What follows belongs to an exercise in optimizing a design on an open flow for small area and a short achievable clock period; a production flow would make more cautious choices. For this run, only the layout was checked, not whether the RTL still works.

===== design/flow/design.v =====
module convolution (
    input clk,
    input rst,
    input signed [15:0] x_in,
    output reg signed [31:0] y_out,
    output reg signed [31:0] y_out_t
);
    parameter FILTER_LENGTH = 39;
    reg [16*FILTER_LENGTH-1:0] x_buffer;
    reg signed [31:0] accumulator;
    integer i;
    localparam [16*FILTER_LENGTH-1:0] H_LUT = {
        16'h01B, 16'h023, 16'h033, 16'h04C, 16'h072, 16'h0A4,
        16'h0E5, 16'h135, 16'h191, 16'h1FA, 16'h26B, 16'h2E1,
        16'h359, 16'h3CD, 16'h439, 16'h499, 16'h4E9, 16'h524,
        16'h549, 16'h555, 16'h549, 16'h524, 16'h4E9, 16'h499,
        16'h439, 16'h3CD, 16'h359, 16'h2E1, 16'h26B, 16'h1FA,
        16'h191, 16'h135, 16'h0E5, 16'h0A4, 16'h072, 16'h04C,
        16'h033, 16'h023, 16'h01B
    };
    always @(*) begin
        accumulator = 0;
        for (i = 0; i < FILTER_LENGTH; i = i + 1) begin
            accumulator = accumulator + ($signed(x_buffer[16*i +: 16]) * $signed(H_LUT[16*i +: 16]));
        end
    end
    always @(posedge clk, posedge rst) begin
        if (rst == 1) begin
            y_out <= 0;
            y_out_t <= 0;
            x_buffer <= 0;
        end else begin
            if (x_in != 16'hFFFF) begin
                x_buffer <= {x_buffer[16*(FILTER_LENGTH-1)-1:0], x_in};
                y_out_t <= $signed(x_buffer[15:0]);
            end else begin
                x_buffer <= {x_buffer[16*(FILTER_LENGTH-1)-1:0], 16'h0000};
            end
            y_out <= accumulator;
        end
    end
endmodule

===== design/flow/run.sh =====
#!/bin/bash
# synth_recipe.tcl (not shown) runs the flow's synth.tcl, then flattens the netlist and writes it again
# the make line also repeats each setting of config.mk as NAME=value (left out here)
make -C /OpenROAD-flow-scripts/flow DESIGN_CONFIG=/design/flow/config.mk WORK_HOME=/design/flow/orfs CLKGATE_MAP_FILE= SYNTH_SCRIPT=/design/flow/synth_recipe.tcl finish

===== design/flow/config.mk =====
export PLATFORM = sky130hd
export DESIGN_NAME = convolution
export DESIGN_NICKNAME = convolution
export VERILOG_FILES = /design/flow/design.v
export SDC_FILE = /design/flow/constraint.sdc
export NUM_CORES = 4
export LEC_CHECK = 0
export CAP_MARGIN = 20
export CORE_MARGIN = 2
export CORE_UTILIZATION = 40
export SLEW_MARGIN = 20

===== design/flow/constraint.sdc =====
create_clock -name core_clock -period 15.0 [get_ports {clk}]
set_input_delay 3.0000 -clock core_clock [delete_from_list [all_inputs] [get_ports {clk}]]
set_output_delay 3.0000 -clock core_clock [all_outputs]
set_load 0.01 [all_outputs]

==> run_results.csv <==
group,metric,value,unit
cells_and_area,final_area,150000,um2
synthesis,syn_area,139000,um2
clock_tree,cts.repair.resized,0,
die,die-area,353000,um2
place,dpl_worst_slack,1.03,ns
timing,max_freq,70.6,MHz
global_route,grt_pass1_vias,91100,
routing,remaining_drc_errors,0,
timing,skew,0.0560,ns
synthesis,synth_ff_type,"dfrtp_1",
timing,rsz0062_at_grt,"no",
timing,relSlewSlack,0.188,
synthesis,syn_inst,12400,
global_route,grt_max_degree,128,
setup_path,critPathBufInv,10,
setup_path,cp-start-kind,"register",
timing,period_needed,14.16,ns
place,place_area,146000,um2
place,placed_cells,17100,
die,initial_utilization,0.402,
setup_path,crit_type,"reg -> reg",
timing,final_hold_viol_count,0,
clock_tree,clk_latency,0.78,ns
cells_and_area,mostFrequentLayoutCells,"inv_1, fa_1, ha_1",
routing,drtAntennaViolNets,0,
place,dpl.hpwl,360000,um
clock_tree,cts_root_buffer,"clkbuf_16",
clock_tree,htreeDepth,3,
clock_tree,cts_hold_buf,0,
clock_tree,numClockSinks,672,
synthesis,synth-seq-area-share,0.121,
clock_tree,numCtsBuffers,94,
place,gp_congestion,0.957,
routing,viasPerCell,4.73,
timing,finalSetupViolCount,0,
routing,drt_pass1_iterations,7,
setup_path,critPathSlowestCell,"o311ai_0",
synthesis,ys_ff_latch,672,
setup_path,cpMostUsedCell,"fa_1",
synthesis,synth_cell_type_count,72,
setup_path,crit_fanout,8,
cells_and_area,mostFrequentLayoutCell,"inv_1",
timing,tightest_slew,1.21,ns
synthesis,async_reset_ff_frac,1.00,
timing,timing.final.crit_share,0.944,
setup_path,cp.required,15.66,ns
timing,tns,0,ns
routing,wire_per_inst,23.1,um
clock_tree,cts_tree,"done",
cells_and_area,instances_no_fill,17300,
synthesis,synth_fp_nets,18200,
cells_and_area,area_growth_syn_to_layout,7.23,%
die,die_w,594,um
die,ios,82,
routing,dr_total_vias,81700,
synthesis,syn_avg_cell_area,11.2,um2
synthesis,yosysWarnings,1,
clock_tree,cts_max_path_buffers,3,
timing,hold_slack,0.440,ns
run_status,status,"complete, no violations",
die,dieHeight,594,um
min_path,holdCritPathClass,"reg -> reg",
global_route,grt_overflow_total,0,
die,rows,216,
cells_and_area,drive_gt1_frac,0.0208,
global_route,grt_pass1_wl,607000,um
clock_tree,cts_setup_buffers,0,
run,cap_violations,0,
routing,wl,400000,um
global_route,antenna_found_initial,28,
routing,dr.first_iter.drc_count,4972,
timing,drv_slew,0,
clock_tree,path_clk_slew,0.06,ns
setup_path,crit_arrival,14.82,ns
setup_path,critPathMaxStageDelay,0.70,ns
place,io_buffers,81,
cells_and_area,final_nets,18400,
setup_path,path_delay_family,"adder cells",
timing,finalWorstSetupSlack,0.839,ns
die,core,346000,um2
setup_path,critPathCaptureType,"register",
synthesis,synth-edff-count,0,
cells_and_area,nFillCells,32900,
global_route,grt_util_all_layers,0.237,
-- per-layer routing --
layer	wire [um]	global-route usage	up-vias
met3	20600	0.0339	446
met5	97	0	-
met4	16400	0.0769	14
met1	176000	0.328	43200
li1	-	-	36400
met2	187000	0.384	1665
-- synth_stat cells (8+ instances only) --
library cell,count,area (um2)
nor2_1,133,499
o21ai_0,99,495
nand2b_1,24,150
nor3_1,45,225
or3_1,10,62.6
mux2_2,16,180
o21bai_1,23,173
nand4_1,11,68.8
xor2_1,101,885
o31ai_1,8,60.1
or2_2,31,194
fa_1,3273,65500
nand2_1,102,383
and3_1,18,113
a21oi_1,144,721
ha_1,2458,30800
nand3_1,46,230
dfrtp_1,672,16800
a31oi_1,15,93.8
inv_1,4679,17600
o21a_1,33,248
a21o_1,60,450
xnor2_1,212,1860
clkbuf_1,8,30.0
o21ai_1,11,55.1
nor2b_1,45,282
a211oi_1,20,150
buf_4,16,120
mux2i_1,10,100
-- sequential cells by signal, summed over array words and instances, names as in the netlist --
signal,count
y_out_t,16
x_buffer,624
y_out,32
-- metrics by stage --
step                 util
global placement    0.422
detailed placement  0.422
global route        0.431
CTS                 0.431
floorplan               -
finish              0.432
-- final timing paths --
path                                          from  slack [ns]                      end  cells after the start
hold / removal             x_buffer[551]$_DFF_PP0_        0.44  x_buffer[567]$_DFF_PP0_                      0
hold reg to reg            x_buffer[551]$_DFF_PP0_        0.44  x_buffer[567]$_DFF_PP0_                      0
setup reg to reg           x_buffer[147]$_DFF_PP0_        0.84      y_out[30]$_DFF_PP0_                     45
min in group asynchronous                      rst        2.68  x_buffer[617]$_DFF_PP0_                      2
setup / recovery           x_buffer[147]$_DFF_PP0_        0.84      y_out[30]$_DFF_PP0_                     45
max in group asynchronous                      rst        9.39  x_buffer[318]$_DFF_PP0_                      5
-- area by class of cell --
cell class | instances | area [um2] | share of cell area
Multi-Input combinational cell | 7056 | 105000 | 0.702
Inverter | 4679 | 17600 | 0.117
Sequential cell | 672 | 16800 | 0.112
Tap cell | 4578 | 5730 | 0.0383
Clock buffer | 114 | 2600 | 0.0174
Timing Repair Buffer | 111 | 1060 | 0.00710
Clock inverter | 60 | 795 | 0.00531
Antenna cell | 11 | 27.5 | 0.000184
-- kinds of logic (layout without fill, tap and decap cells) --
logic type / count (synthesis) / count (layout) / share of synthesized area
xor gates and xnor gates: 314 / 314 / 0.0198
AOI/OAI and AO/OA: 495 / 495 / 0.0230
other: 0 / 11 / 0
and+or+nand+nor: 490 / 490 / 0.0171
DFF: 672 / 672 / 0.121
buffers and inverters: 4704 / 4964 / 0.127
muxes: 26 / 26 / 0.00201
adders and majority gates: 5731 / 5731 / 0.690

==> separate check: timing with driven ports <==
The flow's constraints put no driver on any port. The routed layout listed below was extracted and timed again, unchanged, in two steps. Step 1 assumes that a clkbuf_16 drives the clock port and a buf_2 every other input. Step 2, shift: input delay + t, output delay - t, t = (earliest + latest rising clock arrival at the registers) / 2. This alone moves slack from input paths to output paths. a / b / c = ideal / step 1 / step 2; a / b = the first two.
shift t [ns]: 0.851
slack for setup (ns): 0.839 / 0.839 / 0.839
worst hold slack (ns): 0.440 / 0.440 / 0.440
worst data-port slew with drivers (ns): 0.04
After both steps this run still meets setup and hold. The setup slack of this run moves by 0.000 ns with the drivers and by 0.000 ns with both steps.
